From an optimization exercise on the open Yosys and OpenROAD flow, aimed at small area; shortcuts taken in it are not production practice. At most, simulation tests tie the RTL to the original design; equivalence was not proved. Only the layout flow was run in run 1; the RTL was not checked for function there. No activity file was given, so power comes from the tool's default toggle rates.

File: flow/config.mk
export PLATFORM = sky130hd
export DESIGN_NAME = GoodButFixBallMotion
export DESIGN_NICKNAME = GoodButFixBallMotion
export VERILOG_FILES = /design/flow/design.v
export SDC_FILE = /design/flow/constraint.sdc
export NUM_CORES = 4
export LEC_CHECK = 0
export CAP_MARGIN = 20
export CORE_MARGIN = 2
export CORE_UTILIZATION = 40
export SLEW_MARGIN = 20
File: flow/constraint.sdc
create_clock -name core_clock -period 10.0 [get_ports {CLOCK_50}]
set_input_delay 2.0000 -clock core_clock [delete_from_list [all_inputs] [get_ports {CLOCK_50}]]
set_output_delay 2.0000 -clock core_clock [all_outputs]
set_load 0.01 [all_outputs]
File: flow/design.v
module GoodButFixBallMotion(
		input        CLOCK_50,
		input        resetn,
		input  [3:0] KEY,
		output [7:0] x,
		output [6:0] y,
		output [2:0] colour,
		output       plot
	);
	reg  [2:0] mode;
	reg  [7:0] X;
	reg  [6:0] Y;
	reg        C;
	reg  [6:0] P1, P2;      
	reg  [6:0] BX;          
	reg  [6:0] BY;          
	reg        VXN;         
	reg  [2:0] VY;          
	wire [2:0] mode_d;
	wire [7:0] X_d;
	wire [6:0] Y_d, P1_d, P2_d, BX_d, BY_d;
	wire       C_d, VXN_d;
	wire [2:0] VY_d;
	pong_next nx(resetn, KEY, mode, X, Y, C, P1, P2, BX, BY, VXN, VY,
		mode_d, X_d, Y_d, C_d, P1_d, P2_d, BX_d, BY_d, VXN_d, VY_d, x, y, colour, plot);
	always @(posedge CLOCK_50) begin
		mode <= mode_d;
		X    <= X_d;
		Y    <= Y_d;
		C    <= C_d;
		P1   <= P1_d;
		P2   <= P2_d;
		BX   <= BX_d;
		BY   <= BY_d;
		VXN  <= VXN_d;
		VY   <= VY_d;
	end
endmodule
module pong_next(
		input            resetn,
		input      [3:0] KEY,
		input      [2:0] mode,
		input      [7:0] X,
		input      [6:0] Y,
		input            C,
		input      [6:0] P1, P2, BX, BY,
		input            VXN,
		input      [2:0] VY,
		output reg [2:0] mode_d,
		output reg [7:0] X_d,
		output reg [6:0] Y_d,
		output reg       C_d,
		output reg [6:0] P1_d, P2_d, BX_d, BY_d,
		output reg       VXN_d,
		output reg [2:0] VY_d,
		output     [7:0] x,
		output     [6:0] y,
		output     [2:0] colour,
		output           plot
	);
	function ge8(input [7:0] a, input [7:0] k);
		integer i;
		begin
			ge8 = 1'b1;
			for (i = 0; i < 8; i = i + 1)
				ge8 = k[i] ? (a[i] & ge8) : (a[i] | ge8);
		end
	endfunction
	function le8(input [7:0] a, input [7:0] k);
		integer i;
		begin
			le8 = 1'b1;
			for (i = 0; i < 8; i = i + 1)
				le8 = k[i] ? (~a[i] | le8) : (~a[i] & le8);
		end
	endfunction
	function [7:0] diff7(input [6:0] a, input [6:0] b);
		integer i;
		reg c;
		begin
			c = 1'b0;
			for (i = 0; i < 7; i = i + 1) begin
				diff7[i] = a[i] ^ ~b[i] ^ c;
				c = (a[i] & ~b[i]) | (c & (a[i] ^ ~b[i]));
			end
			diff7[7] = c;
		end
	endfunction
	function [6:0] incdec7(input [6:0] a, input en, input dn);
		integer i;
		reg t;
		begin
			t = en;
			for (i = 0; i < 7; i = i + 1) begin
				incdec7[i] = a[i] ^ t;
				t = t & (a[i] ^ dn);
			end
		end
	endfunction
	localparam [2:0] M_UPD   = 3'b000;
	localparam [2:0] M_RESET = 3'b001;
	localparam [2:0] M_D0    = 3'b011;    
	localparam [2:0] M_PAUSE = 3'b100;
	localparam [2:0] M_DRAW  = 3'b101;
	localparam [2:0] M_ERASE = 3'b111;
	wire upd   = (mode == M_UPD);
	wire y120  = &Y[6:3];               
	wire x160  = X[7] & X[5];           
	wire x159  = X[7] & (&X[4:0]);
	wire dup   = x160 & ~y120;
	wire [7:0] xo = {X[7:6], X[5] & ~dup, X[4:0] | {5{dup}}};
	assign plot   = mode[0];
	assign x      = xo;
	assign y      = Y;
	assign colour = {2'b00, C};
	wire [7:0] xinc = X + 8'd1;
	wire [6:0] yinc = Y + 7'd1;
	wire       psel = upd ? BX[6] : xo[7];
	wire [6:0] Pm   = psel ? P2 : P1;
	wire [6:0] Am   = upd ? BY : Y;
	wire [7:0] S    = diff7(Am, Pm);        
	wire       pm6  = (Pm[6:3] != 4'd0) | (Pm[2] & Pm[1]);    
	wire       pm7  = (Pm[6:3] != 4'd0) | (&Pm[2:0]);         
	wire [6:0] u    = xo[7:1];
	wire in_bx = (BX != 7'd0) & ((u == BX) | (xo[0] & (xinc[7:1] == BX)));
	wire [7:0] SB   = diff7(Y, BY);         
	wire in_by = (BY[6:1] != 6'd0) & ge8(SB, 8'd126) & le8(SB, 8'd128);
	wire in_p  = pm6 & ge8(S, 8'd122) & le8(S, 8'd132) &
	             (xo == 8'd3 || xo == 8'd4 || xo == 8'd155 || xo == 8'd156);
	wire f = in_p | (in_bx & in_by);
	wire near6 = ge8(S, 8'd121) & le8(S, 8'd133) & pm6;   
	wire face1 = (BX == 7'd3)  & near6;
	wire face2 = (BX == 7'd76) & ge8(S, 8'd120) & le8(S, 8'd134) & pm7;
	wire side  = ((BX == 7'd2) | (BX == 7'd77)) & near6;
	wire wall  = ((BY == 7'd2) | (BY == 7'd117)) & (BX[6:1] != 6'd0) &
	             ~(BX[6] & (BX[5] | BX[4] | (&BX[3:0])));    
	wire face  = face1 | face2;
	wire up    = face1 ? le8(S, 8'd125) : le8(S, 8'd130);
	wire mid   = face1 & ge8(S, 8'd126) & le8(S, 8'd128);
	reg  [2:0] nVY;
	always @(*) begin
		if (wall | side)  nVY = -VY;
		else if (!face)   nVY = VY;
		else if (mid)     nVY = 3'd0;
		else if (up)      nVY = VY - 3'd1;
		else              nVY = VY + 3'd1;
	end
	wire p1dn = ~KEY[2] & (P1[6:2] != 5'd0);                        
	wire p1up = ~KEY[3] & ~(&P1[6:4] & (P1[3] | P1[2]));            
	wire p2dn = ~KEY[0] & (P2[6:2] != 5'd0);
	wire p2up = ~KEY[1] & ~(&P2[6:4] & (P2[3] | P2[2]));
	always @(*) begin
		mode_d = mode; X_d = X; Y_d = Y; C_d = C; P1_d = P1; P2_d = P2;
		BX_d = BX; BY_d = BY; VXN_d = VXN; VY_d = VY;
		if (!resetn) begin
			mode_d = M_RESET;
			X_d = 8'd156;
			Y_d = 7'd0;
			C_d = 1'b0;
			P1_d = 7'd59;
			P2_d = 7'd59;
			BX_d = 7'd40;
			BY_d = 7'd59;
			VXN_d = 1'b0;
			VY_d = 3'd0;
		end else begin
			P1_d = incdec7(P1, upd & (p1dn | p1up), p1dn);
			P2_d = incdec7(P2, upd & (p2dn | p2up), p2dn);
			BX_d = incdec7(BX, upd, VXN);
			VXN_d = VXN ^ (upd & face & ~wall);
			if (upd) begin
				VY_d = nVY;
				BY_d = BY + {{4{VY[2]}}, VY};
			end
			case (mode)
				M_RESET: mode_d = M_UPD;
				M_UPD:   mode_d = X[5] ? M_DRAW : M_D0;
				default: begin
					if (mode == M_D0) begin
						X_d = 8'd0;
						Y_d = 7'd0;
					end else if (x160) begin
						X_d = (y120 && mode == M_PAUSE) ? 8'd28 : 8'd0;
						Y_d = y120 ? ((mode == M_PAUSE) ? 7'd82 : 7'd0) : yinc;
					end else
						X_d = xinc;
					if (x159 && y120) begin
						case (mode)
							M_DRAW:  mode_d = M_PAUSE;
							M_PAUSE: mode_d = M_ERASE;
							default: mode_d = M_UPD;
						endcase
					end else if (mode == M_D0)
						mode_d = M_DRAW;
					if (mode == M_ERASE)
						C_d = 1'b0;
					else if (mode != M_PAUSE && !(x159 && !y120))
						C_d = f;
				end
			endcase
		end
	end
endmodule
File: flow/run.sh
#!/bin/bash
# synth_recipe.tcl (not shown) runs the flow's synth.tcl, then flattens the netlist and writes it again
# the make line also repeats each setting of config.mk as NAME=value (left out here)
make -C /OpenROAD-flow-scripts/flow DESIGN_CONFIG=/design/flow/config.mk WORK_HOME=/design/flow/orfs CLKGATE_MAP_FILE= SYNTH_SCRIPT=/design/flow/synth_recipe.tcl finish
==> out/metrics.yaml, run 1 <==
run_status:
  status: "finished clean"
sta:
  fin_crit_sh: 0.677
  finalHoldViolCount: 0
  fin_crit_ns: 6.77
  maxSlewHeadroom: 0.354
  tightest_slew_ns: 0.963
  max_freq_mhz: 148
  rsz0062_at_grt: "false"
  setup-violations-final: 0
  finalSetupTns_ns: 0
  fin_worst_skew_ns: 0.0138
  finalMaxSlewViolations: 0
die:
  core_area_sq_um: 9820
  die_h_um: 105
  start_util: 0.416
  dieArea_sq_um: 11000
  io_pins: 25
  die_w_um: 105
  fp-row-count: 36
synth:
  netlist.area_leader.share: 0.250
  synthArstFlopShare: 0
  synthesis.area_sq_um: 4080
  synth-seq-cells: 51
  yosysSeqAreaShare: 0.250
  synth_edf_count: 0
  synthCells: 528
  ys.flop_type: "dfxtp_1"
  yosys_warnings: 2
  synth_area_leaders: "dfxtp_1 25%, fa_1 6.9%, nand2_1 6.1%, a21oi_1 5.4%, xnor2_1 4.9%"
  synthDistinctLibCells: 67
  synth.avg_cell_area_sq_um: 7.73
  yosysTopAreaCell: "dfxtp_1"
placed_design:
  port_buffers: 22
  post-place-cells: 652
  globalplace.congestion: 0.836
  dp_hpwl_mm: 7.23
cells_and_area:
  multi_input_area_sq_um: 2800
  num_antenna_cells: 0
  synthToLayoutAreaGrowth_pct: 8.58
  num-fill-cells: 1037
  final_layout_size_suffix_gt1_frac: 0.0569
  nNetsFinal: 558
  final_common_cell: "nand2_1"
  seq_area_sq_um: 1020
  final_cell_mix: "66 x nand2_1, 51 x dfxtp_1, 44 x a21oi_1, 44 x nor2_1, 40 x o21ai_0"
  fin_cells: 660
clock_network:
  cts_buffers: 5
  cts.sinks: 51
  cts.htree.levels: 2
  cts_resized: 0
  clk_latency_ns: 0.32
  path_clk_slew_ns: 0.11
  clock_path_buffers: 2
  cts_hold_buf: 0
  cts_tree: "yes"
  post-cts-setup-buffers: 0
  clock-root-buffer: "clkbuf_8"
route:
  ant_nets: 0
  num_vias: 3598
  drt_iter0_drc: 215
  wirelength_mm: 9.75
  vias_per_cell: 5.45
  wl_per_cell_um: 14.8
  dr.pass1.iters: 4
  drcViolationCount: 0
global_route:
  grt_use_met3: 0.0274
  grt_pass1_wl_mm: 17.0
  grt_use_met2: 0.313
  grt_max_degree: 29
  grt_overflow: 0
  grt_pass1_vias: 3545
  grt_use_met1: 0.249
  antenna_found_initial: 0
  busiest_layer: "met2"
  grt_usage: 0.185
critical_path:
  critPathRequiredTime_ns: 10.23
  critPathArrivalTime_ns: 6.99
  cp-start-kind: "register"
  critical_path_class: "reg -> reg"
  critPathMaxFanout: 14
  end_kind: "register"
power_and_ir_drop:
  ir_drop_mv: 0.0573
  p_per_area_nw_per_um2: 139
  p_leak_nw: 1.56
hold_path:
  worstHoldPathType: "reg -> reg"
job:
  maxCapViolCount: 0
kinds of logic after synthesis:
| group | count (synthesis) | share of synthesized area |
|---|---|---|
| compound gates | 131 | 0.196 |
| fa+ha+maj | 26 | 0.105 |
| buf+inv | 60 | 0.0640 |
| other cells | 1 | 0.000919 |
| xor+xnor | 41 | 0.0880 |
| flops | 51 | 0.250 |
| simple gates | 202 | 0.252 |
| mux | 16 | 0.0444 |
final timing paths:
| path | cells after the start | to | from | slack (ns) |
|---|---|---|---|---|
| max | 23 | VY[2] | mode[2] | 3.23 |
| min | 2 | BY[2] | BY[2] | 0.53 |
| max reg2reg | 23 | VY[2] | mode[2] | 3.23 |
| min reg2reg | 2 | BY[2] | BY[2] | 0.53 |
power breakdown:
group          internal, mW  switching, mW  total, mW
clock network        0.0747         0.0748      0.150
logic                0.0864          0.118      0.205
registers             0.222         0.0394      0.261
routing by layer:
layer  vias up  wire, um
li1       1842         -
met1      1692      4650
met2        58      4650
met3         6       371
met4         0        65
met5         -         0
stage by stage:
step / setup WS [ns] / utilization / area [sq um] / power [mW] / hold slack [ns]
floorplan: 4.12 / - / 4090 / 0.417 / 0.470
global placement: 3.51 / 0.440 / 4320 / 0.464 / 0.497
detailed placement: 3.24 / 0.440 / 4320 / 0.469 / 0.514
CTS: 3.23 / 0.451 / 4430 / 0.621 / 0.532
global route: 2.65 / 0.451 / 4430 / 0.662 / 0.566
finish: 3.23 / 0.451 / 4430 / 0.615 / 0.530
critical path: stages (launching register included):
cell	delay [ns]
dfxtp_1	0.45
nor3_4	0.68
mux2i_4	0.54
mux2i_1	0.14
ha_1	0.21
fa_1	0.37
fa_1	0.36
inv_1	0.07
fa_1	0.17
fa_1	0.17
inv_1	0.05
fa_1	0.35
inv_1	0.07
fa_1	0.44
nor4b_1	0.57
nand3_1	0.15
a211o_1	0.32
nor3_2	0.28
nor2_1	0.10
fa_1	0.39
xnor2_1	0.23
nor3b_1	0.27
o221ai_2	0.14
a21oi_2	0.13
cell usage after synthesis (10+ instances only):
cell type and number:
a21oi_1 44, clkbuf_1 20, dfxtp_1 51, fa_1 14, ha_1 12, inv_1 26, mux2i_1 10, nand2_1 66
nand3_1 17, nor2_1 44, o21ai_0 40, or3_1 13, xnor2_1 23, xor2_1 18
flip-flops by register name (all words and copies together) (netlist names):
register / count
VXN: 1
P1: 7
X: 8
P2: 7
Y: 7
mode: 3
BX: 7
C: 1
BY: 7
VY: 3
cell type report:
type	count	area share
Tap cell	133	0.0375
Clock inverter	3	0.00988
Timing Repair Buffer	23	0.0514
Inverter	27	0.0229
Multi-Input combinational cell	418	0.633
Sequential cell	51	0.230
Clock buffer	5	0.0155
==> run 2: changes to the inputs <==
--- a/flow/design.v
+++ b/flow/design.v
@@ -87,4 +87,27 @@
 		end
 	endfunction
+	function [6:0] adds7(input [6:0] a, input [2:0] b);
+		integer i;
+		reg c, bi;
+		begin
+			c = 1'b0;
+			for (i = 0; i < 7; i = i + 1) begin
+				bi = b[(i < 2) ? i : 2];
+				adds7[i] = a[i] ^ bi ^ c;
+				c = (a[i] & bi) | (c & (a[i] ^ bi));
+			end
+		end
+	endfunction
+	function [7:0] inc8(input [7:0] a);
+		integer i;
+		reg t;
+		begin
+			t = 1'b1;
+			for (i = 0; i < 8; i = i + 1) begin
+				inc8[i] = a[i] ^ t;
+				t = t & a[i];
+			end
+		end
+	endfunction
 	function [6:0] incdec7(input [6:0] a, input en, input dn);
 		integer i;
@@ -114,6 +137,7 @@
 	assign y      = Y;
 	assign colour = {2'b00, C};
-	wire [7:0] xinc = X + 8'd1;
-	wire [6:0] yinc = Y + 7'd1;
+	wire [7:0] xinc = inc8(X);
+	wire [7:0] yinc8 = inc8({1'b0, Y});
+	wire [6:0] yinc = yinc8[6:0];
 	wire       psel = upd ? BX[6] : xo[7];
 	wire [6:0] Pm   = psel ? P2 : P1;
@@ -138,11 +162,13 @@
 	wire up    = face1 ? le8(S, 8'd125) : le8(S, 8'd130);
 	wire mid   = face1 & ge8(S, 8'd126) & le8(S, 8'd128);
+	wire [2:0] vym = {VY[2] ^ ~(VY[1] | VY[0]), VY[1] ^ ~VY[0], ~VY[0]};   
+	wire [2:0] vyp = {VY[2] ^ (VY[1] & VY[0]), VY[1] ^ VY[0], ~VY[0]};      
 	reg  [2:0] nVY;
 	always @(*) begin
-		if (wall | side)  nVY = -VY;
+		if (wall | side)  nVY = ~vym;           
 		else if (!face)   nVY = VY;
 		else if (mid)     nVY = 3'd0;
-		else if (up)      nVY = VY - 3'd1;
-		else              nVY = VY + 3'd1;
+		else if (up)      nVY = vym;
+		else              nVY = vyp;
 	end
 	wire p1dn = ~KEY[2] & (P1[6:2] != 5'd0);                        
@@ -171,5 +197,5 @@
 			if (upd) begin
 				VY_d = nVY;
-				BY_d = BY + {{4{VY[2]}}, VY};
+				BY_d = adds7(BY, VY);
 			end
 			case (mode)
--- a/flow/config.mk
+++ b/flow/config.mk
@@ -6,4 +6,5 @@
 export NUM_CORES = 4
 export LEC_CHECK = 0
+export ABC_AREA = 1
 export CAP_MARGIN = 20
 export CORE_MARGIN = 2
==> out/metrics.yaml, run 2 <==
power_and_ir_drop:
  p_leak_nw: 1.89  # +21%
  p_per_area_nw_per_um2: 228  # +64%
  swShare: 0.509  # +0.131
  p_comb_frac: 0.575  # +0.242
  p_int_mw: 0.484  # +27%
  pwr-share-seq: 0.302  # -0.122
  p_sw_mw: 0.502  # +120%
  p_clk_frac: 0.123  # -0.120
  ir_drop_mv: 0.0872  # +52%
clock_network:
  cts_hold_buf: 0  # unchanged
  post-cts-setup-buffers: 0  # unchanged
  cts_tree: "yes"
  cts_buffers: 5  # unchanged
  path_clk_slew_ns: 0.10  # about the same
  clock_path_buffers: 2  # unchanged
  clock-root-buffer: "clkbuf_8"
  cts_resized: 0  # unchanged
  cts.sinks: 51  # unchanged
  cts.htree.levels: 2  # unchanged
  clk_latency_ns: 0.30  # -0.02 ns
cells_and_area:
  seq_area_sq_um: 1020  # unchanged
  top_register: "X"
  final_cell_mix: "101 x nand2_1, 76 x inv_1, 51 x dfxtp_1, 50 x o21ai_0, 40 x nand3_1"
  multi_input_area_sq_um: 2520  # -10%
  largest_reg_flops: 8  # unchanged
  nNetsFinal: 606  # +8.6%
  num-fill-cells: 977  # -5.8%
  num_antenna_cells: 0  # unchanged
  fin_cells: 701  # +6.2%
  final_layout_size_suffix_gt1_frac: 0.0792  # +0.0223
  final_common_cell: "nand2_1"
  synthToLayoutAreaGrowth_pct: 9.45
route:
  wl_met1_mm: 4.55  # -2.3%
  drcViolationCount: 0  # unchanged
  wl_met3_um: 376  # +1.3%
  vias_per_cell: 5.13  # -6.0%
  dr.pass1.iters: 4  # unchanged
  ant_nets: 0  # unchanged
  met2_length_mm: 4.74  # +1.8%
  wl_per_cell_um: 14.0  # -5.5%
  drt_iter0_drc: 134  # -38%
  highest_layer: "met4"
  num_vias: 3594  # -0.11%
  wirelength_mm: 9.79  # +0.41%
critical_path:
  critPathRequiredTime_ns: 10.24  # about the same
  critPathArrivalTime_ns: 5.32  # -1.67 ns
  critPathMaxFanout: 25  # +11
  cp-start-kind: "register"
  end_kind: "register"
  critical_path_class: "reg -> reg"
  reg2reg_depth: 21  # -8.7%
global_route:
  antenna_found_initial: 0  # unchanged
  grt_pass1_wl_mm: 16.4  # -3.4%
  grt_usage: 0.196  # +0.0105
  grt_pass1_vias: 3537  # -0.23%
  grt_max_degree: 39  # +34%
  grt_overflow: 0  # unchanged
placed_design:
  globalplace.congestion: 0.854  # +2.1%
  dp_hpwl_mm: 7.62  # +5.5%
  port_buffers: 22  # unchanged
  post-place-cells: 693  # +6.3%
sta:
  fin_worst_skew_ns: 0.00740  # -0.00638 ns
  finalSetupTns_ns: 0  # unchanged
  finalMaxSlewViolations: 0  # unchanged
  fin_crit_sh: 0.507  # -0.169
  finalHoldViolCount: 0  # unchanged
  maxSlewHeadroom: 0.569  # +0.215
  rsz0062_at_grt: "false"
  setup-violations-final: 0  # unchanged
  tightest_slew_ns: 0.645  # -0.317 ns
  max_freq_mhz: 197  # +33%
  fin_crit_ns: 5.07  # -1.69 ns
hold_path:
  hold_depth: 2  # unchanged
  worstHoldPathType: "reg -> reg"
synth:
  synth-seq-cells: 51  # unchanged
  ys.flop_type: "dfxtp_1"
  yosys_warnings: 2  # unchanged
  yosysSeqAreaShare: 0.259  # +0.00856
  synth.avg_cell_area_sq_um: 7.10  # -8.2%
  synth_area_leaders: "dfxtp_1 26%, nand2_1 9.6%, fa_1 8.6%, inv_1 7.2%, o21ai_0 6.3%"
  yosysTopAreaCell: "dfxtp_1"
  synth_edf_count: 0  # unchanged
  yosysMostFrequentCell: "nand2_1"
  synthDistinctLibCells: 51  # -24%
  synthArstFlopShare: 0  # unchanged
  synthesis.area_sq_um: 3950  # -3.3%
  yosys-top-cells-count: "101 x nand2_1, 76 x inv_1, 51 x dfxtp_1"
  synthCells: 556  # +5.3%
  netlist.area_leader.share: 0.259  # +0.00856
job:
  maxCapViolCount: 0  # unchanged
die:
  die_h_um: 103  # -1.6%
  fp-row-count: 36  # unchanged
  start_util: 0.408  # -0.00815
  io_pins: 25  # unchanged
  die_w_um: 103  # -1.6%
  core_area_sq_um: 9680  # -1.4%
  dieArea_sq_um: 10700  # -3.2%
run_status:
  status: "finished clean"
-- run 2: power groups by stage --
stage          Sequential (mW)  Combinational, mW  Clock (mW)
2_1_floorplan            0.284              0.445           0
3_3_place_gp             0.300              0.553           0
3_5_place_dp             0.302              0.563           0
4_1_cts                  0.298              0.566       0.128
5_1_grt                  0.305              0.645       0.133
6_report                 0.297              0.567       0.122
-- run 2: path summary, 6_finish.rpt --
check               start  endpoint  slack (ns)
setup reg to reg  mode[2]         C        4.93
hold / removal      P2[0]     P2[0]        0.50
setup / recovery  mode[2]         C        4.93
hold reg to reg     P2[0]     P2[0]        0.50
-- run 2: critical path, stage by stage, from the launching register on --
cell     delay [ns]
dfxtp_1        0.39
nor2_4         0.34
nand2_4        0.24
nand2_2        0.15
nand2_2        0.09
o21ai_2        0.16
ha_1           0.19
fa_1           0.18
fa_1           0.16
inv_1          0.05
fa_1           0.38
fa_1           0.39
fa_1           0.38
inv_1          0.08
fa_1           0.44
nor4_2         0.45
o21ai_0        0.15
o21ai_0        0.31
nand3_1        0.11
nor2_1         0.13
a21oi_1        0.08
a21oi_1        0.13
-- run 2: through the flow --
step | area, sq um | setup WS [ns] | util | hold slack, ns | power (mW)
after global routing | 4320 | 4.54 | 0.446 | 0.520 | 1.08
after CTS | 4320 | 4.94 | 0.446 | 0.501 | 0.992
final | 4320 | 4.93 | 0.446 | 0.500 | 0.986
after detailed placement | 4240 | 4.96 | 0.438 | 0.486 | 0.866
after floorplan | 3950 | 5.59 | - | 0.456 | 0.730
after global placement | 4240 | 5.12 | 0.438 | 0.476 | 0.853
-- run 2: layout make-up --
class,count,share of cell area
clock buffers,7,0.0177
multi-input cells,406,0.584
repair buffers,23,0.0527
inverters,80,0.0695
clock inverters,1,0.00116
well taps,133,0.0385
flip-flops and latches,51,0.236
-- run 2: cells by family after synthesis --
kind of cell	synth area share
other cells	0.000950
flops	0.259
compound gates	0.174
xor+xnor	0.0444
fa+ha+maj	0.137
buf+inv	0.103
simple gates	0.282
-- run 2: layer usage --
| metal | track usage | vias up |
|---|---|---|
| met5 | 0 | - |
| met4 | 0.0506 | 0 |
| met3 | 0.0276 | 10 |
| met2 | 0.341 | 68 |
| met1 | 0.256 | 1658 |
| li1 | - | 1858 |
==> run 3: changes to the inputs <==
==> flow/flow/run.sh (new file) <==
#!/bin/bash
# Own layout flow: the standard synthesis, then an area re-mapping of its
# combinational logic (flip-flops untouched, checked equivalent with ABC's cec),
# then the standard layout with the port buffers made of buf_1 cells.
set -euo pipefail
WORK=$(pwd)
FLOWDIR=$WORK/flow
R=$WORK/orfs/results/$FLOW_PLATFORM/GoodButFixBallMotion/base
LIB=$FLOW_HOME/platforms/$FLOW_PLATFORM/lib/sky130_fd_sc_hd__tt_025C_1v80.lib

export BUFFER_PORTS_ARGS="-buffer_cell sky130_fd_sc_hd__buf_1"

bash standard.sh synth > $WORK/synth.log 2>&1

cp $R/1_2_yosys.v $WORK/std_netlist.v
DU=""
for c in $(cat $FLOWDIR/dont_use.txt); do DU="$DU -dont_use $c"; done
best=""
for t in 1 2 3; do
  sed -e "s#@LIB@#$LIB#g" -e "s#@IN@#$WORK/std_netlist.v#" -e "s#@TOP@#$FLOW_TOP#g" \
      -e "s#@DONTUSE@#$DU#" -e "s#@OUT@#$WORK/reopt_$t.v#" \
      -e "s#@SCRIPT@#strash;\&get,-n;\&deepsyn,-T,40,-S,$t;\&put;dch;amap;topo#" \
      $FLOWDIR/reopt.ys.in > $WORK/reopt_$t.ys
  yosys -l $WORK/reopt_$t.log -q $WORK/reopt_$t.ys > /dev/null 2>&1 &
done
wait
# equivalence of each candidate with the standard netlist (flip-flops matched by name)
for f in std_netlist reopt_1 reopt_2 reopt_3; do
  [[ -f $WORK/$f.v ]] || continue
  yosys -q -l $WORK/blif_$f.log -p "read_liberty -ignore_miss_func $LIB; read_verilog $WORK/$f.v; hierarchy -top $FLOW_TOP; flatten; opt_clean; techmap; opt_clean; write_blif -gates $WORK/$f.blif" > /dev/null 2>&1 || true
done
for t in 1 2 3; do
  [[ -f $WORK/reopt_$t.blif ]] || continue
  yosys-abc -c "cec -n $WORK/std_netlist.blif $WORK/reopt_$t.blif" > $WORK/cec_$t.log 2>&1 || true
  if grep -q "Networks are equivalent" $WORK/cec_$t.log; then
    a=$(grep "Chip area" $WORK/reopt_$t.log | tail -1 | awk '{print $NF}')
    echo "candidate $t area $a" >> $WORK/reopt_choice.log
    if [[ -z "$best" ]] || awk "BEGIN{exit !($a < $besta)}"; then best=$t; besta=$a; fi
  fi
done
if [[ -n "$best" ]]; then
  echo "using candidate $best" >> $WORK/reopt_choice.log
  cp $WORK/reopt_$best.v $R/1_2_yosys.v
  touch $R/1_2_yosys.v
else
  echo "no equivalent candidate, keeping the standard netlist" >> $WORK/reopt_choice.log
fi

bash standard.sh > $WORK/layout.log 2>&1
==> flow/flow/dont_use.txt (new file) <==
sky130_fd_sc_hd__probe_p_8 sky130_fd_sc_hd__probec_p_8 sky130_fd_sc_hd__lpflow_bleeder_1 sky130_fd_sc_hd__lpflow_clkbufkapwr_1 sky130_fd_sc_hd__lpflow_clkbufkapwr_16 sky130_fd_sc_hd__lpflow_clkbufkapwr_2 sky130_fd_sc_hd__lpflow_clkbufkapwr_4 sky130_fd_sc_hd__lpflow_clkbufkapwr_8 sky130_fd_sc_hd__lpflow_clkinvkapwr_1 sky130_fd_sc_hd__lpflow_clkinvkapwr_16 sky130_fd_sc_hd__lpflow_clkinvkapwr_2 sky130_fd_sc_hd__lpflow_clkinvkapwr_4 sky130_fd_sc_hd__lpflow_clkinvkapwr_8 sky130_fd_sc_hd__lpflow_decapkapwr_12 sky130_fd_sc_hd__lpflow_decapkapwr_3 sky130_fd_sc_hd__lpflow_decapkapwr_4 sky130_fd_sc_hd__lpflow_decapkapwr_6 sky130_fd_sc_hd__lpflow_decapkapwr_8 sky130_fd_sc_hd__lpflow_inputiso0n_1 sky130_fd_sc_hd__lpflow_inputiso0p_1 sky130_fd_sc_hd__lpflow_inputiso1n_1 sky130_fd_sc_hd__lpflow_inputiso1p_1 sky130_fd_sc_hd__lpflow_inputisolatch_1 sky130_fd_sc_hd__lpflow_isobufsrc_1 sky130_fd_sc_hd__lpflow_isobufsrc_16 sky130_fd_sc_hd__lpflow_isobufsrc_2 sky130_fd_sc_hd__lpflow_isobufsrc_4 sky130_fd_sc_hd__lpflow_isobufsrc_8 sky130_fd_sc_hd__lpflow_isobufsrckapwr_16 sky130_fd_sc_hd__lpflow_lsbuf_lh_hl_isowell_tap_1 sky130_fd_sc_hd__lpflow_lsbuf_lh_hl_isowell_tap_2 sky130_fd_sc_hd__lpflow_lsbuf_lh_hl_isowell_tap_4 sky130_fd_sc_hd__lpflow_lsbuf_lh_isowell_4 sky130_fd_sc_hd__lpflow_lsbuf_lh_isowell_tap_1 sky130_fd_sc_hd__lpflow_lsbuf_lh_isowell_tap_2 sky130_fd_sc_hd__lpflow_lsbuf_lh_isowell_tap_4 
==> flow/flow/reopt.ys.in (new file) <==
# Re-map the combinational logic of the standard synthesis netlist for area.
# The flip-flops are kept as they are (same instances, names and cells).
read_liberty -ignore_miss_func @LIB@
read_verilog @IN@
hierarchy -top @TOP@
setattr -mod -set keep_hierarchy 1 sky130_fd_sc_hd__dfxtp_1
flatten
opt_clean -purge
abc -liberty @LIB@ @DONTUSE@ -script +@SCRIPT@
opt_clean -purge
hilomap -singleton -hicell sky130_fd_sc_hd__conb_1 HI -locell sky130_fd_sc_hd__conb_1 LO
splitnets
opt_clean -purge
insbuf -buf sky130_fd_sc_hd__buf_4 A X
stat -liberty @LIB@
select @TOP@
write_verilog -noattr -noexpr -nohex -nodec -selected @OUT@
==> flow/standard.sh (new file) <==
#!/bin/bash
# synth_recipe.tcl (not shown) runs the flow's synth.tcl, then flattens the netlist and writes it again
# the make line also repeats each setting of config.mk as NAME=value (left out here)
make -C /OpenROAD-flow-scripts/flow DESIGN_CONFIG=/design/flow/config.mk WORK_HOME=/design/flow/orfs CLKGATE_MAP_FILE= SYNTH_SCRIPT=/design/flow/synth_recipe.tcl "${@:-finish}"
removed: flow/run.sh
==> out/metrics.yaml, run 3 <==
run_status:
  status: "finished clean"
clock_network:
  cts.htree.levels: 2  # unchanged
  cts_tree: "yes"
  cts_hold_buf: 0  # unchanged
  clk_latency_ns: 0.32  # +0.02 ns
  clock-root-buffer: "clkbuf_8"
  clock_path_buffers: 2  # unchanged
  cts.sinks: 51  # unchanged
  cts_buffers: 5  # unchanged
  path_clk_slew_ns: 0.10  # about the same
  post-cts-setup-buffers: 0  # unchanged
  cts_resized: 0  # unchanged
critical_path:
  critical_path_class: "reg -> reg"
  cp_slowest_cell: "o22ai_1"
  critPathArrivalTime_ns: 6.54  # +1.22 ns
  end_kind: "register"
  cp-start-kind: "register"
  critPathMaxFanout: 17  # -32%
  critPathRequiredTime_ns: 10.22  # -0.02 ns
  slowest_delay_ns: 0.64  # +0.19 ns
  cpMostUsedCell: "clkinv_1"
  startpoint: "mode[1]"
  r2r_start: "mode[1]"
global_route:
  grt_overflow: 0  # unchanged
  grt_max_degree: 24  # -38%
  antenna_found_initial: 0  # unchanged
  grt_pass1_vias: 3140  # -11%
  grt_usage: 0.209  # +0.0130
  grt_pass1_wl_mm: 15.1  # -8.3%
cells_and_area:
  nNetsFinal: 540  # -11%
  final_layout_size_suffix_gt1_frac: 0.0169  # -0.0624
  largest_reg_flops: 8  # unchanged
  final_common_cell: "clkinv_1"
  num_antenna_cells: 0  # unchanged
  synthToLayoutAreaGrowth_pct: 7.70
  fin_area_sq_um: 3640  # -16%
  num-fill-cells: 872  # -11%
  final_cell_mix: "92 x clkinv_1, 88 x nor2_1, 51 x dfxtp_1, 42 x o21ai_0, 41 x nand2_1"
  top_register: "X"
power_and_ir_drop:
  p_clk_frac: 0.167  # +0.044
  pwr-share-seq: 0.297  # -0.005
  p_comb_frac: 0.536  # -0.039
  ir_drop_mv: 0.103  # +18%
  swShare: 0.485  # -0.0236
  p_sw_mw: 0.430  # -14%
  p_per_area_nw_per_um2: 244  # +6.7%
  p_int_mw: 0.456  # -5.8%
  p_leak_nw: 1.12  # -40%
sta:
  rsz0062_at_grt: "false"
  finalHoldViolCount: 0  # unchanged
  finalSetupTns_ns: 0  # unchanged
  setup-violations-final: 0  # unchanged
  fin_crit_sh: 0.632  # +0.125
  finalMaxSlewViolations: 0  # unchanged
  worst_slack_ns: 3.68  # -1.25 ns
  tightest_slew_ns: 0.680  # +0.0343 ns
  fin_crit_ns: 6.32  # +1.25 ns
  fin_worst_skew_ns: 0.0111  # +0.00374 ns
  max_freq_mhz: 158  # -20%
  maxSlewHeadroom: 0.543  # -0.0266
route:
  num_vias: 3617  # +0.64%
  wl_per_cell_um: 14.5  # +4.0%
  drt_iter0_drc: 151  # +13%
  wirelength_mm: 9.28  # -5.2%
  dr.pass1.iters: 5  # +1
  drcViolationCount: 0  # unchanged
  ant_nets: 0  # unchanged
  vias_per_cell: 5.66  # +10%
synth:
  yosys_warnings: 2  # unchanged
  synthCells: 512  # -7.9%
  synth.avg_cell_area_sq_um: 6.60  # -7.0%
  synthesis.area_sq_um: 3380  # -14%
placed_design:
  placed_area_sq_um: 3540  # -17%
  port_buffers: 22  # unchanged
  dp_hpwl_mm: 7.19  # -5.6%
  place_ws_ns: 3.76  # -1.20 ns
  globalplace.congestion: 0.863  # +1.0%
die:
  core_area_sq_um: 8220  # -15%
  die_w_um: 95.9  # -7.2%
  io_pins: 25  # unchanged
  die_h_um: 95.9  # -7.2%
  dieArea_sq_um: 9200  # -14%
  start_util: 0.411  # +0.00383
  fp-row-count: 33  # -8.3%
hold_path:
  holdCritStartpoint: "P2[5]"
  worstHoldPathType: "reg -> reg"
job:
  maxCapViolCount: 0  # unchanged
[run 3: layer usage]
layer | GRT usage | share of wire | up-vias | wire length (um)
li1 | - | - | 1906 | -
met3 | 0.0258 | 0.041 | 13 | 381
met5 | 0 | 0 | - | 0
met1 | 0.302 | 0.50 | 1616 | 4670
met2 | 0.322 | 0.44 | 82 | 4080
met4 | 0.0667 | 0.015 | 0 | 141
[run 3: final timing paths]
kind           end  slack [ns]  cells after the start
min reg2reg  P2[5]        0.52                      1
max          VY[2]        3.68                     29
min          P2[5]        0.52                      1
max reg2reg  VY[2]        3.68                     29
[run 3: power groups by stage]
stage                     Sequential (mW)  Clock (mW)  Combinational, mW
after floorplan                     0.260           0              0.376
after global placement              0.267           0              0.464
after detailed placement            0.268           0              0.470
after CTS                           0.263       0.150              0.473
after global routing                0.269       0.157              0.546
final                               0.264       0.148              0.475
[run 3: layout make-up]
cell class	count	area [sq um]	area share
clock buffer	6	72.6	0.0199
sequential	51	1020	0.280
clock inverter	1	30.0	0.00825
multi-input combinational	359	1940	0.532
tap	105	131	0.0361
inverter	92	345	0.0948
timing repair buffer	25	105	0.0289
[run 3: per-stage QoR]
stage          power (mW)  utilization  hold slack [ns]  cells
6_report            0.887        0.443            0.515    639
5_1_grt             0.972        0.443            0.539    639
4_1_cts             0.886        0.443            0.518    639
3_5_place_dp        0.739        0.431            0.480    632
3_3_place_gp        0.731        0.431            0.496    632
2_1_floorplan       0.636            -            0.446    513
[run 3: critical path: cells and delay by family, from the launching register on]
kind                   cells  cell delay (ns)
flip-flops                 1             0.34
AO/OA/AOI/OAI             13             2.60
AND/OR/NAND/NOR           10             1.98
buffers and inverters      6             1.29
==> run 4: changes to the inputs <==
--- a/flow/design.v
+++ b/flow/design.v
@@ -149,5 +149,5 @@
 	wire in_bx = (BX != 7'd0) & ((u == BX) | (xo[0] & (xinc[7:1] == BX)));
 	wire [7:0] SB   = diff7(Y, BY);         
-	wire in_by = (BY[6:1] != 6'd0) & ge8(SB, 8'd126) & le8(SB, 8'd128);
+	wire in_by = (BY[6:1] != 6'd0) & ((Y == BY) | (yinc == BY) | ({1'b0, Y} == {1'b0, BY} + 8'd1));
 	wire in_p  = pm6 & ge8(S, 8'd122) & le8(S, 8'd132) &
 	             (xo == 8'd3 || xo == 8'd4 || xo == 8'd155 || xo == 8'd156);
--- a/flow/flow/run.sh
+++ b/flow/flow/run.sh
@@ -10,4 +10,5 @@
 
 export BUFFER_PORTS_ARGS="-buffer_cell sky130_fd_sc_hd__buf_1"
+export CTS_ARGS="-sink_clustering_enable -repair_clock_nets -dont_use_dummy_load"
 
 bash standard.sh synth > $WORK/synth.log 2>&1
@@ -17,8 +18,8 @@
 for c in $(cat $FLOWDIR/dont_use.txt); do DU="$DU -dont_use $c"; done
 best=""
-for t in 1 2 3; do
+for t in 1 2 3 4; do
   sed -e "s#@LIB@#$LIB#g" -e "s#@IN@#$WORK/std_netlist.v#" -e "s#@TOP@#$FLOW_TOP#g" \
       -e "s#@DONTUSE@#$DU#" -e "s#@OUT@#$WORK/reopt_$t.v#" \
-      -e "s#@SCRIPT@#strash;\&get,-n;\&deepsyn,-T,40,-S,$t;\&put;dch;amap;topo#" \
+      -e "s#@SCRIPT@#strash;\&get,-n;\&deepsyn,-T,40,-S,$t;\&put;dch;amap;strash;dch;amap;topo#" \
       $FLOWDIR/reopt.ys.in > $WORK/reopt_$t.ys
   yosys -l $WORK/reopt_$t.log -q $WORK/reopt_$t.ys > /dev/null 2>&1 &
@@ -26,9 +27,9 @@
 wait
 # equivalence of each candidate with the standard netlist (flip-flops matched by name)
-for f in std_netlist reopt_1 reopt_2 reopt_3; do
+for f in std_netlist reopt_1 reopt_2 reopt_3 reopt_4; do
   [[ -f $WORK/$f.v ]] || continue
   yosys -q -l $WORK/blif_$f.log -p "read_liberty -ignore_miss_func $LIB; read_verilog $WORK/$f.v; hierarchy -top $FLOW_TOP; flatten; opt_clean; techmap; opt_clean; write_blif -gates $WORK/$f.blif" > /dev/null 2>&1 || true
 done
-for t in 1 2 3; do
+for t in 1 2 3 4; do
   [[ -f $WORK/reopt_$t.blif ]] || continue
   yosys-abc -c "cec -n $WORK/std_netlist.blif $WORK/reopt_$t.blif" > $WORK/cec_$t.log 2>&1 || true
--- a/flow/flow/reopt.ys.in
+++ b/flow/flow/reopt.ys.in
@@ -4,5 +4,5 @@
 read_verilog @IN@
 hierarchy -top @TOP@
-setattr -mod -set keep_hierarchy 1 sky130_fd_sc_hd__dfxtp_1
+setattr -mod -set keep_hierarchy 1 sky130_fd_sc_hd__*df* sky130_fd_sc_hd__*dl*
 flatten
 opt_clean -purge
--- a/flow/config.mk
+++ b/flow/config.mk
@@ -10,3 +10,4 @@
 export CORE_MARGIN = 2
 export CORE_UTILIZATION = 40
+export GPL_TIMING_DRIVEN = 0
 export SLEW_MARGIN = 20
==> out/metrics.yaml, run 4 <==
cells_and_area:
  nNetsFinal: 559  # +3.5%
  final_layout_size_suffix_gt1_frac: 0.0309  # +0.0140
  final_common_cell: "nor2_1"
  fin_cells: 656  # +2.7%
  largest_reg_flops: 8  # unchanged
  synthToLayoutAreaGrowth_pct: 8.60
  num_antenna_cells: 0  # unchanged
  final_cell_mix: "106 x nor2_1, 79 x clkinv_1, 64 x o21ai_0, 51 x dfxtp_1, 41 x a21oi_1"
  top_register: "X"
sta:
  rsz0062_at_grt: "false"
  finalMaxSlewViolations: 0  # unchanged
  fin_crit_ns: 8.87  # +2.55 ns
  tightest_slew_ns: 0.866  # +0.187 ns
  hold_ws_ns: 0.487  # -0.0283 ns
  fin_crit_sh: 0.887  # +0.255
  finalSetupTns_ns: 0  # unchanged
  worst_slack_ns: 1.13  # -2.55 ns
  setup-violations-final: 0  # unchanged
  maxSlewHeadroom: 0.419  # -0.124
  finalHoldViolCount: 0  # unchanged
  max_freq_mhz: 113  # -29%
  fin_worst_skew_ns: 0.0269  # +0.0158 ns
die:
  dieArea_sq_um: 9150  # -0.53%
  io_pins: 25  # unchanged
  die_w_um: 95.7  # -0.27%
  start_util: 0.411  # about the same
  core_area_sq_um: 8180  # -0.50%
  die_h_um: 95.7  # -0.27%
  fp-row-count: 33  # unchanged
hold_path:
  hold_depth: 1  # unchanged
  holdCritStartpoint: "P1[1]"
  worstHoldPathType: "reg -> reg"
  hold_path_end: "P1[1]"
critical_path:
  cpMostUsedCell: "clkinv_1"
  path_delay_family: "compound AO/OA/AOI/OAI gates"
  r2r_setup_slack_ns: 1.13  # -2.55 ns
  worstReg2RegEnd: "VY[1]"
  slowest_delay_ns: 0.76  # +0.12 ns
  critPathRequiredTime_ns: 10.21  # about the same
  critPathMaxFanout: 17  # unchanged
  critPathArrivalTime_ns: 9.07  # +2.53 ns
  critPathBufInv: 7  # +1
  end_kind: "register"
  reg2reg_depth: 34  # +17%
  cp-start-kind: "register"
  r2r_start: "mode[2]"
  critical_path_class: "reg -> reg"
  cp_slowest_cell: "o22ai_1"
synth:
  synthCells: 523  # +2.1%
  synthesis.area_sq_um: 3360  # -0.56%
  yosys_warnings: 2  # unchanged
  synth.avg_cell_area_sq_um: 6.43  # -2.6%
route:
  met2_length_mm: 4.32  # +5.8%
  wirelength_mm: 9.15  # -1.3%
  num_vias: 3712  # +2.6%
  dr.pass1.iters: 5  # unchanged
  wl_met1_mm: 4.42  # -5.5%
  wl_met3_um: 343  # -10%
  wl_per_cell_um: 14.0  # -3.9%
  drcViolationCount: 0  # unchanged
  ant_nets: 0  # unchanged
  vias_per_cell: 5.66  # about the same
  drt_iter0_drc: 198  # +31%
  highest_layer: "met4"
clock_network:
  path_clk_slew_ns: 0.10  # about the same
  clk_latency_ns: 0.31  # about the same
  cts_resized: 0  # unchanged
  cts.htree.levels: 2  # unchanged
  cts_tree: "yes"
  cts.sinks: 51  # unchanged
  clock_path_buffers: 2  # unchanged
  post-cts-setup-buffers: 0  # unchanged
  cts_buffers: 5  # unchanged
  clock-root-buffer: "clkbuf_8"
  cts_hold_buf: 0  # unchanged
placed_design:
  globalplace.congestion: 0.927  # +7.4%
  post-place-cells: 651  # +3.0%
  place_ws_ns: 1.30  # -2.46 ns
  dp_hpwl_mm: 6.97  # -3.1%
  port_buffers: 22  # unchanged
global_route:
  grt_usage: 0.207  # -0.00240
  grt_pass1_vias: 3190  # +1.6%
  grt_pass1_wl_mm: 15.1  # about the same
  antenna_found_initial: 0  # unchanged
  grt_max_degree: 26  # +8.3%
  grt_overflow: 0  # unchanged
power_and_ir_drop:
  p_total_mw: 0.925  # +4.3%
  ir_drop_mv: 0.156  # +51%
  p_leak_nw: 1.17  # +3.9%
  p_per_area_nw_per_um2: 253  # +4.0%
run_status:
  status: "finished clean"
job:
  maxCapViolCount: 0  # unchanged
## run 4: area by class of cell
class | count | area, sq um
Buffer | 11 | 82.6
Multi-Input combinational cell | 383 | 1970
Timing Repair Buffer | 22 | 82.6
Sequential cell | 51 | 1020
Inverter | 79 | 297
Tap cell | 105 | 131
Clock buffer | 5 | 68.8
Fill cell | 893 | 4520
## run 4: worst max-delay path by stage
stage / from / to / cells after the start
detailed placement: mode[2] / VY[1] / 34
global placement: mode[2] / VY[1] / 34
global route: mode[2] / VY[1] / 34
CTS: mode[2] / VY[1] / 34
finish: mode[2] / VY[1] / 34
floorplan: mode[2] / VY[1] / 34
## run 4: through the flow
stage                      util  cell area, sq um
after detailed placement  0.438              3580
after floorplan               -              3370
final                     0.447              3650
after global placement    0.438              3580
after global routing      0.447              3650
after CTS                 0.447              3650
## run 4: power breakdown
part / internal [mW] / switching [mW] / leakage, nW
clock: 0.0454 / 0.0662 / 0.0359
combinational: 0.181 / 0.363 / 0.717
sequential: 0.236 / 0.0337 / 0.415
## run 4: worst register-to-register path: cells and delay by family (launching register included)
family | cells | cell delay (ns)
AOI/OAI and AO/OA | 15 | 3.81
and+or+nand+nor | 12 | 2.70
buffers and inverters | 7 | 1.88
DFF | 1 | 0.37
## run 4: per-layer routing
layer | track usage | up-vias
met1 | 0.283 | 1703
met5 | 0 | -
met2 | 0.346 | 80
met4 | 0.0464 | 0
met3 | 0.0269 | 4
li1 | - | 1925
==> run 5: changes to the inputs <==
--- a/flow/config.mk
+++ b/flow/config.mk
@@ -10,4 +10,3 @@
 export CORE_MARGIN = 2
 export CORE_UTILIZATION = 40
-export GPL_TIMING_DRIVEN = 0
 export SLEW_MARGIN = 20
==> out/metrics.yaml, run 5 <==
critical_path:
  reg2reg_depth: 28  # -18%
  cp.depth: 28  # -18%
  critPathRequiredTime_ns: 10.20  # about the same
  critPathArrivalTime_ns: 8.14  # -0.93 ns
  path_delay_family: "compound AO/OA/AOI/OAI gates"
  cp_slowest_cell: "nor2_1"
  critPathMaxFanout: 17  # unchanged
  end_kind: "register"
  slowest_delay_ns: 0.74  # -0.02 ns
  critical_path_class: "reg -> reg"
  critPathBufInv: 5  # -2
  cp-start-kind: "register"
  cpMostUsedCell: "nor2_1"
route:
  drt_iter0_drc: 194  # -2.0%
  num_vias: 3616  # -2.6%
  dr.pass1.iters: 5  # unchanged
  wirelength_mm: 9.02  # -1.4%
  ant_nets: 0  # unchanged
  drcViolationCount: 0  # unchanged
  vias_per_cell: 5.68  # +0.32%
  wl_per_cell_um: 14.2  # +1.5%
sta:
  finalHoldViolCount: 0  # unchanged
  tightest_slew_ns: 0.938  # +0.0720 ns
  fin_crit_sh: 0.793  # -0.0936
  fin_worst_skew_ns: 0.0228  # -0.00410 ns
  rsz0062_at_grt: "false"
  fin_crit_ns: 7.93  # -0.936 ns
  setup-violations-final: 0  # unchanged
  finalSetupTns_ns: 0  # unchanged
  max_freq_mhz: 126  # +12%
  finalMaxSlewViolations: 0  # unchanged
  hold_ws_ns: 0.505  # +0.0175 ns
  worst_slack_ns: 2.07  # +0.936 ns
  maxSlewHeadroom: 0.372  # -0.0467
cells_and_area:
  final_layout_size_suffix_gt1_frac: 0.0113  # -0.0196
  synthToLayoutAreaGrowth_pct: 6.33
  multi_input_area_sq_um: 1970  # +0.19%
  nNetsFinal: 540  # -3.4%
  final_common_cell: "nor2_1"
  num-fill-cells: 889  # -0.45%
  largest_reg_flops: 8  # unchanged
  seq_area_sq_um: 1020  # unchanged
  fin_util: 0.435  # -0.0119
  top_register: "X"
  final_cell_mix: "126 x nor2_1, 72 x clkinv_1, 51 x dfxtp_1, 46 x o21ai_0, 35 x a21oi_1"
  num_antenna_cells: 0  # unchanged
placed_design:
  place_ws_ns: 2.28  # +0.979 ns
  dp_hpwl_mm: 6.96  # -0.21%
  globalplace.congestion: 0.845  # -8.8%
  port_buffers: 22  # unchanged
power_and_ir_drop:
  p_per_area_nw_per_um2: 266  # +5.1%
  p_leak_nw: 1.13  # -3.5%
  p_total_mw: 0.946  # +2.3%
  ir_drop_mv: 0.163  # +4.5%
global_route:
  grt_max_degree: 26  # unchanged
  grt_overflow: 0  # unchanged
  grt_pass1_vias: 3195  # +0.16%
  grt_usage: 0.209  # +0.00278
  grt_pass1_wl_mm: 15.1  # +0.46%
  antenna_found_initial: 0  # unchanged
job:
  maxCapViolCount: 0  # unchanged
die:
  fp-row-count: 33  # unchanged
  dieArea_sq_um: 9100  # -0.57%
  die_w_um: 95.4  # -0.29%
  io_pins: 25  # unchanged
  start_util: 0.409  # -0.00245
  die_h_um: 95.4  # -0.29%
  core_area_sq_um: 8180  # unchanged
clock_network:
  cts.sinks: 51  # unchanged
  cts_buffers: 5  # unchanged
  clock_path_buffers: 2  # unchanged
  cts_tree: "yes"
  cts_resized: 0  # unchanged
  post-cts-setup-buffers: 0  # unchanged
  clock-root-buffer: "clkbuf_8"
  clk_latency_ns: 0.31  # about the same
  cts_hold_buf: 0  # unchanged
  path_clk_slew_ns: 0.09  # about the same
  cts.htree.levels: 2  # unchanged
synth:
  synth.avg_cell_area_sq_um: 6.50  # +1.1%
  synthesis.area_sq_um: 3340  # -0.60%
  yosys_warnings: 2  # unchanged
  synthCells: 514  # -1.7%
run_status:
  status: "finished clean"
hold_path:
  hold_depth: 1  # unchanged
  worstHoldPathType: "reg -> reg"
run 5: cell types whose count changed in the layout (fill, tap and decap cells not counted), moves of 5 or more:
cell and delta:
nor2_1 +20, o21ai_0 -18, buf_4 -10, clkinv_1 -7, a21oi_1 -6, nor3_1 -5
run 5: per-stage QoR:
step           instance area [sq um]  instances
2_1_floorplan                   3350        515
4_1_cts                         3550        637
3_3_place_gp                    3480        632
6_report                        3550        637
5_1_grt                         3550        637
3_5_place_dp                    3480        632
run 5: final timing paths:
kind | from | end | slack [ns]
max | mode[2] | VY[1] | 2.07
min | VXN | VXN | 0.50
max reg2reg | mode[2] | VY[1] | 2.07
min reg2reg | VXN | VXN | 0.50
run 5: worst register-to-register path: cells and delay by family (launching register included):
family                 cells  cell delay (ns)
AND/OR/NAND/NOR           10             2.71
AO/OA/AOI/OAI             13             3.33
flip-flops                 1             0.37
buffers and inverters      5             1.44
run 5: layout make-up:
| type | instances | area share |
|---|---|---|
| clock buffers | 5 | 0.0194 |
| inverters | 72 | 0.0761 |
| multi-input cells | 381 | 0.555 |
| flip-flops and latches | 51 | 0.287 |
| well taps | 105 | 0.0370 |
| repair buffers | 23 | 0.0254 |
run 5: layer usage:
metal / up-vias / part of all wire / GRT usage
met1: 1633 / 0.50 / 0.298
met4: 0 / 0.012 / 0.0500
met5: - / 0 / 0
met3: 10 / 0.046 / 0.0285
li1: 1860 / - / -
met2: 113 / 0.44 / 0.336
run 5: where the power goes:
| group | internal [mW] | total, mW | switching, mW | leakage (nW) |
|---|---|---|---|---|
| clock network | 0.0454 | 0.111 | 0.0659 | 0.0359 |
| logic | 0.183 | 0.554 | 0.371 | 0.677 |
| registers | 0.238 | 0.281 | 0.0428 | 0.415 |
==> run 6: changes to the inputs <==
==> flow/flow/run.sh (replaced) <==
#!/bin/bash
# Own layout flow: the standard synthesis, then an area re-mapping of its
# combinational logic (flip-flops untouched; each candidate is checked
# equivalent to the standard netlist with ABC's cec, and the smallest is kept),
# then the standard layout with buf_1 port buffers and no CTS dummy loads.
set -euo pipefail
WORK=$(pwd)
FLOWDIR=$WORK/flow
R=$WORK/orfs/results/$FLOW_PLATFORM/GoodButFixBallMotion/base
LIB=$FLOW_HOME/platforms/$FLOW_PLATFORM/lib/sky130_fd_sc_hd__tt_025C_1v80.lib

export BUFFER_PORTS_ARGS="-buffer_cell sky130_fd_sc_hd__buf_1"
export CTS_ARGS="-sink_clustering_enable -repair_clock_nets -dont_use_dummy_load"

bash standard.sh synth > $WORK/synth.log 2>&1

cp $R/1_2_yosys.v $WORK/std_netlist.v
yosys -q -l $WORK/blif_std_netlist.log -p "read_liberty -ignore_miss_func $LIB; read_verilog $WORK/std_netlist.v; hierarchy -top $FLOW_TOP; flatten; opt_clean; techmap; opt_clean; write_blif -gates $WORK/std_netlist.blif" > /dev/null 2>&1

DU=""
for c in $(cat $FLOWDIR/dont_use.txt); do DU="$DU -dont_use $c"; done
NC=${NUM_CORES:-4}
cands=""
for t in 1 2 3 4 5 6 7 8; do
  ROUND="strash;\&get,-n;\&deepsyn,-T,15,-S,$t;\&put;dch;amap"
  sed -e "s#@LIB@#$LIB#g" -e "s#@IN@#$WORK/std_netlist.v#" -e "s#@TOP@#$FLOW_TOP#g" \
      -e "s#@DONTUSE@#$DU#" -e "s#@OUT@#$WORK/reopt_$t.v#" \
      -e "s#@SCRIPT@#$ROUND;$ROUND;$ROUND;topo#" \
      $FLOWDIR/reopt.ys.in > $WORK/reopt_$t.ys
  ( yosys -l $WORK/reopt_$t.log -q $WORK/reopt_$t.ys > /dev/null 2>&1 &&
    yosys -q -l $WORK/blif_reopt_$t.log -p "read_liberty -ignore_miss_func $LIB; read_verilog $WORK/reopt_$t.v; hierarchy -top $FLOW_TOP; flatten; opt_clean; techmap; opt_clean; write_blif -gates $WORK/reopt_$t.blif" > /dev/null 2>&1 &&
    yosys-abc -c "cec -n $WORK/std_netlist.blif $WORK/reopt_$t.blif" > $WORK/cec_$t.log 2>&1 ) || true &
  cands="$cands $t"
  if (( t % NC == 0 )); then wait; fi
done
wait
best=""
for t in $cands; do
  if [[ -f $WORK/cec_$t.log ]] && grep -q "Networks are equivalent" $WORK/cec_$t.log; then
    a=$(grep "Chip area" $WORK/reopt_$t.log | tail -1 | awk '{print $NF}')
    echo "candidate $t area $a" >> $WORK/reopt_choice.log
    if [[ -z "$best" ]] || awk "BEGIN{exit !($a < $besta)}"; then best=$t; besta=$a; fi
  else
    echo "candidate $t not proven equivalent" >> $WORK/reopt_choice.log
  fi
done
if [[ -n "$best" ]]; then
  echo "using candidate $best" >> $WORK/reopt_choice.log
  cp $WORK/reopt_$best.v $R/1_2_yosys.v
  touch $R/1_2_yosys.v
else
  echo "no equivalent candidate, keeping the standard netlist" >> $WORK/reopt_choice.log
fi

bash standard.sh > $WORK/layout.log 2>&1
--- a/flow/flow/reopt.ys.in
+++ b/flow/flow/reopt.ys.in
@@ -9,8 +9,9 @@
 abc -liberty @LIB@ @DONTUSE@ -script +@SCRIPT@
 opt_clean -purge
-hilomap -singleton -hicell sky130_fd_sc_hd__conb_1 HI -locell sky130_fd_sc_hd__conb_1 LO
+hilomap -hicell sky130_fd_sc_hd__conb_1 HI -locell sky130_fd_sc_hd__conb_1 LO
 splitnets
+# internal net names private, so that output ports need no assign statements
+rename -hide w:* x:* %d
 opt_clean -purge
-insbuf -buf sky130_fd_sc_hd__buf_4 A X
 stat -liberty @LIB@
 select @TOP@
==> out/metrics.yaml, run 6 <==
hold_path:
  holdCritStartpoint: "VXN"
  hold_path_end: "VXN"
  worstHoldPathType: "reg -> reg"
  hold_depth: 2  # +1
die:
  die_w_um: 94.1  # -1.3%
  die_h_um: 94.1  # -1.3%
  dieArea_sq_um: 8860  # -2.7%
  core_area_sq_um: 7810  # -4.5%
  io_pins: 25  # unchanged
  fp-row-count: 32  # -3.0%
  start_util: 0.416  # +0.00740
clock_network:
  path_clk_slew_ns: 0.09  # about the same
  cts_buffers: 5  # unchanged
  cts_hold_buf: 0  # unchanged
  clk_latency_ns: 0.31  # about the same
  clock-root-buffer: "clkbuf_8"
  post-cts-setup-buffers: 0  # unchanged
  cts_resized: 0  # unchanged
  cts.sinks: 51  # unchanged
  cts.htree.levels: 2  # unchanged
  clock_path_buffers: 2  # unchanged
  cts_tree: "yes"
critical_path:
  r2r_start: "mode[2]"
  cp_slowest_cell: "o22ai_1"
  slowest_delay_ns: 0.62  # -0.12 ns
  end_kind: "register"
  critPathArrivalTime_ns: 7.12  # -1.02 ns
  r2r_setup_slack_ns: 3.05  # +0.99 ns
  critical_path_class: "reg -> reg"
  critPathMaxFanout: 17  # unchanged
  cp-start-kind: "register"
  reg2reg_depth: 31  # +11%
  worstReg2RegEnd: "VY[1]"
  critPathRequiredTime_ns: 10.18  # -0.02 ns
run_status:
  status: "finished clean"
power_and_ir_drop:
  ir_drop_mv: 0.133  # -18%
  p_leak_nw: 1.13  # +0.33%
  p_total_mw: 0.956  # +1.1%
  p_per_area_nw_per_um2: 270  # +1.6%
sta:
  tightest_slew_ns: 0.886  # -0.0523 ns
  worst_slack_ns: 3.05  # +0.988 ns
  finalMaxSlewViolations: 0  # unchanged
  setup-violations-final: 0  # unchanged
  fin_crit_sh: 0.695  # -0.0988
  finalHoldViolCount: 0  # unchanged
  finalSetupTns_ns: 0  # unchanged
  fin_worst_skew_ns: 0.0242  # +0.00140 ns
  maxSlewHeadroom: 0.404  # +0.0317
  fin_crit_ns: 6.95  # -0.988 ns
  max_freq_mhz: 144  # +14%
  rsz0062_at_grt: "false"
synth:
  yosys_warnings: 2  # unchanged
  synthCells: 495  # -3.7%
  synthesis.area_sq_um: 3250  # -2.8%
  synth.avg_cell_area_sq_um: 6.56  # +0.96%
cells_and_area:
  nNetsFinal: 531  # -1.7%
  num_antenna_cells: 0  # unchanged
  final_common_cell: "nor2_1"
  largest_reg_flops: 8  # unchanged
  final_cell_mix: "97 x nor2_1, 74 x clkinv_1, 54 x o21ai_0, 51 x dfxtp_1, 40 x nand2_1"
  fin_area_sq_um: 3540  # -0.49%
  final_layout_size_suffix_gt1_frac: 0.0115  # +0.000194
  synthToLayoutAreaGrowth_pct: 8.82
  top_register: "X"
route:
  num_vias: 3504  # -3.1%
  drcViolationCount: 0  # unchanged
  dr.pass1.iters: 6  # +1
  drt_iter0_drc: 162  # -16%
  wirelength_mm: 8.94  # -0.96%
  wl_per_cell_um: 14.3  # +0.94%
  vias_per_cell: 5.61  # -1.2%
  ant_nets: 0  # unchanged
placed_design:
  placed_area_sq_um: 3470  # -0.50%
  dp_hpwl_mm: 6.84  # -1.7%
  place_ws_ns: 3.16  # +0.881 ns
  port_buffers: 22  # unchanged
  globalplace.congestion: 1.01  # +19%
job:
  maxCapViolCount: 0  # unchanged
global_route:
  grt_usage: 0.211  # +0.00137
  grt_pass1_vias: 3219  # +0.75%
  antenna_found_initial: 0  # unchanged
  grt_max_degree: 26  # unchanged
  grt_pass1_wl_mm: 15.0  # -1.1%
  grt_overflow: 0  # unchanged
==> run 6: metrics by stage <==
step	hold WS [ns]	instances	utilization
final	0.507	625	0.453
after CTS	0.511	625	0.453
after global placement	0.486	620	0.444
after floorplan	0.463	495	-
after global routing	0.539	625	0.453
after detailed placement	0.490	620	0.444
==> run 6: where the power goes <==
group | internal [mW] | leakage (nW) | total, mW | switching, mW
clock network | 0.0453 | 0.0359 | 0.108 | 0.0629
logic | 0.190 | 0.680 | 0.564 | 0.374
registers | 0.239 | 0.415 | 0.284 | 0.0450
total | 0.474 | 1.13 | 0.956 | 0.482
==> run 6: worst max-delay path by stage <==
stage | startpoint | endpoint | slack (ns) | cells past startpoint
3_3_place_gp | mode[2] | VY[1] | 3.55 | 31
6_report | mode[2] | VY[1] | 3.05 | 31
4_1_cts | mode[2] | VY[1] | 3.09 | 31
5_1_grt | mode[2] | VY[1] | 2.09 | 31
2_1_floorplan | mode[2] | VY[2] | 3.70 | 27
3_5_place_dp | mode[2] | VY[1] | 3.16 | 31
==> run 6: final cells by class <==
| cell class | instances | area (sq um) |
|---|---|---|
| tap | 102 | 128 |
| timing repair buffer | 23 | 90.1 |
| multi-input combinational | 370 | 1950 |
| clock buffer | 5 | 68.8 |
| fill | 832 | 4270 |
| inverter | 74 | 278 |
| sequential | 51 | 1020 |
==> run 6: metal layers <==
metal  track usage  share of wire
met4        0.0568          0.016
met1         0.274           0.48
met5             0              0
met2         0.364           0.45
met3        0.0289          0.046
==> run 6: worst max-delay path: cells and delay by family (launching register included) <==
kind	cells	cell delay (ns)
buf+inv	6	1.41
flops	1	0.37
compound gates	16	3.52
simple gates	9	1.51
==> run 7: changes to the inputs <==
--- a/flow/config.mk
+++ b/flow/config.mk
@@ -10,3 +10,4 @@
 export CORE_MARGIN = 2
 export CORE_UTILIZATION = 40
+export GPL_TIMING_DRIVEN = 0
 export SLEW_MARGIN = 20
==> out/metrics.yaml, run 7 <==
die:
  die_h_um: 94.7  # +0.63%
  io_pins: 25  # unchanged
  fp-row-count: 33  # +3.1%
  start_util: 0.407  # -0.00941
  die_w_um: 94.7  # +0.63%
  dieArea_sq_um: 8970  # +1.3%
  core_area_sq_um: 8090  # +3.7%
sta:
  hold_ws_ns: 0.509  # +0.00193 ns
  finalSetupTns_ns: 0  # unchanged
  maxSlewHeadroom: 0.427  # +0.0236
  setup-violations-final: 0  # unchanged
  max_freq_mhz: 135  # -6.4%
  finalHoldViolCount: 0  # unchanged
  tightest_slew_ns: 0.854  # -0.0325 ns
  fin_worst_skew_ns: 0.0132  # -0.0110 ns
  fin_crit_sh: 0.742  # +0.0475
  finalMaxSlewViolations: 0  # unchanged
  fin_crit_ns: 7.42  # +0.475 ns
  rsz0062_at_grt: "false"
  worst_slack_ns: 2.58  # -0.475 ns
global_route:
  grt_pass1_wl_mm: 15.1  # +1.1%
  grt_max_degree: 27  # +3.8%
  antenna_found_initial: 0  # unchanged
  grt_usage: 0.209  # -0.00207
  grt_pass1_vias: 3335  # +3.6%
  grt_overflow: 0  # unchanged
hold_path:
  worstHoldPathType: "reg -> reg"
  holdCritStartpoint: "VY[1]"
  hold_path_end: "VY[1]"
  hold_depth: 1  # -1
route:
  drcViolationCount: 0  # unchanged
  ant_nets: 0  # unchanged
  wl_per_cell_um: 13.9  # -2.9%
  vias_per_cell: 5.66  # +1.0%
  num_vias: 3608  # +3.0%
  wirelength_mm: 8.84  # -1.1%
  drt_iter0_drc: 163  # +0.62%
  dr.pass1.iters: 4  # -2
power_and_ir_drop:
  ir_drop_mv: 0.0884  # -34%
  p_per_area_nw_per_um2: 244  # -9.7%
  p_leak_nw: 1.11  # -2.1%
critical_path:
  critPathArrivalTime_ns: 7.59  # +0.47 ns
  cp_slowest_cell: "o22ai_1"
  slowest_delay_ns: 0.62  # about the same
  cpMostUsedCell: "clkinv_1"
  end_kind: "register"
  r2r_setup_slack_ns: 2.58  # -0.48 ns
  critical_path_class: "reg -> reg"
  startpoint: "mode[2]"
  critPathMaxFanout: 17  # unchanged
  critPathRequiredTime_ns: 10.16  # -0.02 ns
  reg2reg_depth: 28  # -9.7%
  r2r_start: "mode[2]"
  worstReg2RegEnd: "VY[0]"
  cp-start-kind: "register"
synth:
  yosys_warnings: 2  # unchanged
  synthesis.area_sq_um: 3290  # +1.3%
  synthCells: 505  # +2.0%
  synth.avg_cell_area_sq_um: 6.52  # -0.70%
placed_design:
  place_ws_ns: 2.68  # -0.478 ns
  globalplace.congestion: 0.913  # -9.5%
  dp_hpwl_mm: 6.85  # about the same
  port_buffers: 22  # unchanged
  placed_area_sq_um: 3510  # +1.3%
clock_network:
  clk_latency_ns: 0.30  # about the same
  path_clk_slew_ns: 0.10  # about the same
  cts_resized: 0  # unchanged
  cts.sinks: 51  # unchanged
  clock-root-buffer: "clkbuf_8"
  cts_buffers: 5  # unchanged
  post-cts-setup-buffers: 0  # unchanged
  cts_tree: "yes"
  cts_hold_buf: 0  # unchanged
  cts.htree.levels: 2  # unchanged
  clock_path_buffers: 2  # unchanged
cells_and_area:
  largest_reg_flops: 8  # unchanged
  fin_util: 0.442  # -0.0104
  synthToLayoutAreaGrowth_pct: 8.78  # about the same
  nNetsFinal: 540  # +1.7%
  final_layout_size_suffix_gt1_frac: 0.0113  # -0.000194
  num_antenna_cells: 0  # unchanged
  final_common_cell: "nor2_1"
  fin_area_sq_um: 3580  # +1.3%
  top_register: "X"
  final_cell_mix: "115 x nor2_1, 75 x clkinv_1, 51 x dfxtp_1, 43 x a21oi_1, 42 x o21ai_0"
run_status:
  status: "finished clean"
job:
  maxCapViolCount: 0  # unchanged
[run 7: report_power, final]
group	leakage, nW	internal (mW)	switching [mW]
clock network	0.0359	0.0454	0.0662
registers	0.415	0.233	0.0358
logic	0.657	0.168	0.326
total	1.11	0.447	0.428
[run 7: worst max path at each step]
stage | slack (ns) | cells after the start | endpoint
final | 2.58 | 28 | VY[0]
after global routing | 1.65 | 28 | VY[0]
after CTS | 2.62 | 28 | VY[0]
after detailed placement | 2.68 | 28 | VY[0]
after global placement | 2.80 | 28 | VY[0]
after floorplan | 4.35 | 28 | VY[0]
[run 7: critical path: cells and delay by family (launching register included)]
family / cells / cell delay, ns
AOI/OAI and AO/OA: 14 / 3.67
and+or+nand+nor: 8 / 1.66
buffers and inverters: 6 / 1.49
DFF: 1 / 0.43
[run 7: cell type report]
class | instances | area, sq um
repair buffers | 22 | 82.6
inverters | 75 | 282
multi-input cells | 379 | 2000
flip-flops and latches | 51 | 1020
clock buffers | 5 | 68.8
well taps | 105 | 131
fillers | 876 | 4510
[run 7: routing by layer]
layer / up-vias / part of all wire / track usage
met5: - / 0 / 0
met4: 0 / 0.021 / 0.0749
met3: 17 / 0.045 / 0.0263
met2: 96 / 0.45 / 0.345
met1: 1625 / 0.48 / 0.279
li1: 1870 / - / -
[run 7: metrics by stage]
step | instances | power, mW
after floorplan | 505 | 0.646
after global placement | 632 | 0.746
after detailed placement | 632 | 0.758
after CTS | 637 | 0.874
after global routing | 637 | 0.962
final | 637 | 0.875

[separate check: timing with driven ports]
The results above use ideal ports. As a check the final layouts listed here were re-extracted and re-timed, cells and wires unchanged. Step 1 sets driving cells, clkbuf_16 on the clock port and buf_2 on the other inputs (assumed; they add their load-dependent delay and slew). Step 2 adds t to the input delays and takes it off the output delays; t is the mean of the earliest and latest rising clock arrival at the registers after step 1. Input paths then give back, and output paths get back, about the clock's delay inside the block. Three values: ideal, step 1, step 2; two values: the first two.
run	t, ns	slack for setup (ns)	latest minus earliest clock arrival (ns)	slew at the worst register clock pin (ns)	worst slew at a driven data input, ns
run 1	0.343	3.235 / 3.235 / 3.235	0.014 / 0.014	0.11 / 0.11	0.03
run 2	0.334	4.927 / 4.927 / 4.927	0.007 / 0.007	0.10 / 0.10	0.03
run 3	0.347	3.681 / 3.681 / 3.681	0.012 / 0.012	0.10 / 0.10	0.03
run 4	0.329	1.131 / 1.131 / 1.131	0.028 / 0.028	0.10 / 0.10	0.03
run 5	0.333	2.067 / 2.067 / 2.067	0.023 / 0.023	0.10 / 0.10	0.03
run 6	0.328	3.055 / 3.055 / 3.055	0.024 / 0.024	0.10 / 0.10	0.03
run 7	0.330	2.580 / 2.580 / 2.580	0.013 / 0.013	0.10 / 0.10	0.03
After both steps setup and hold are still met in every run listed.
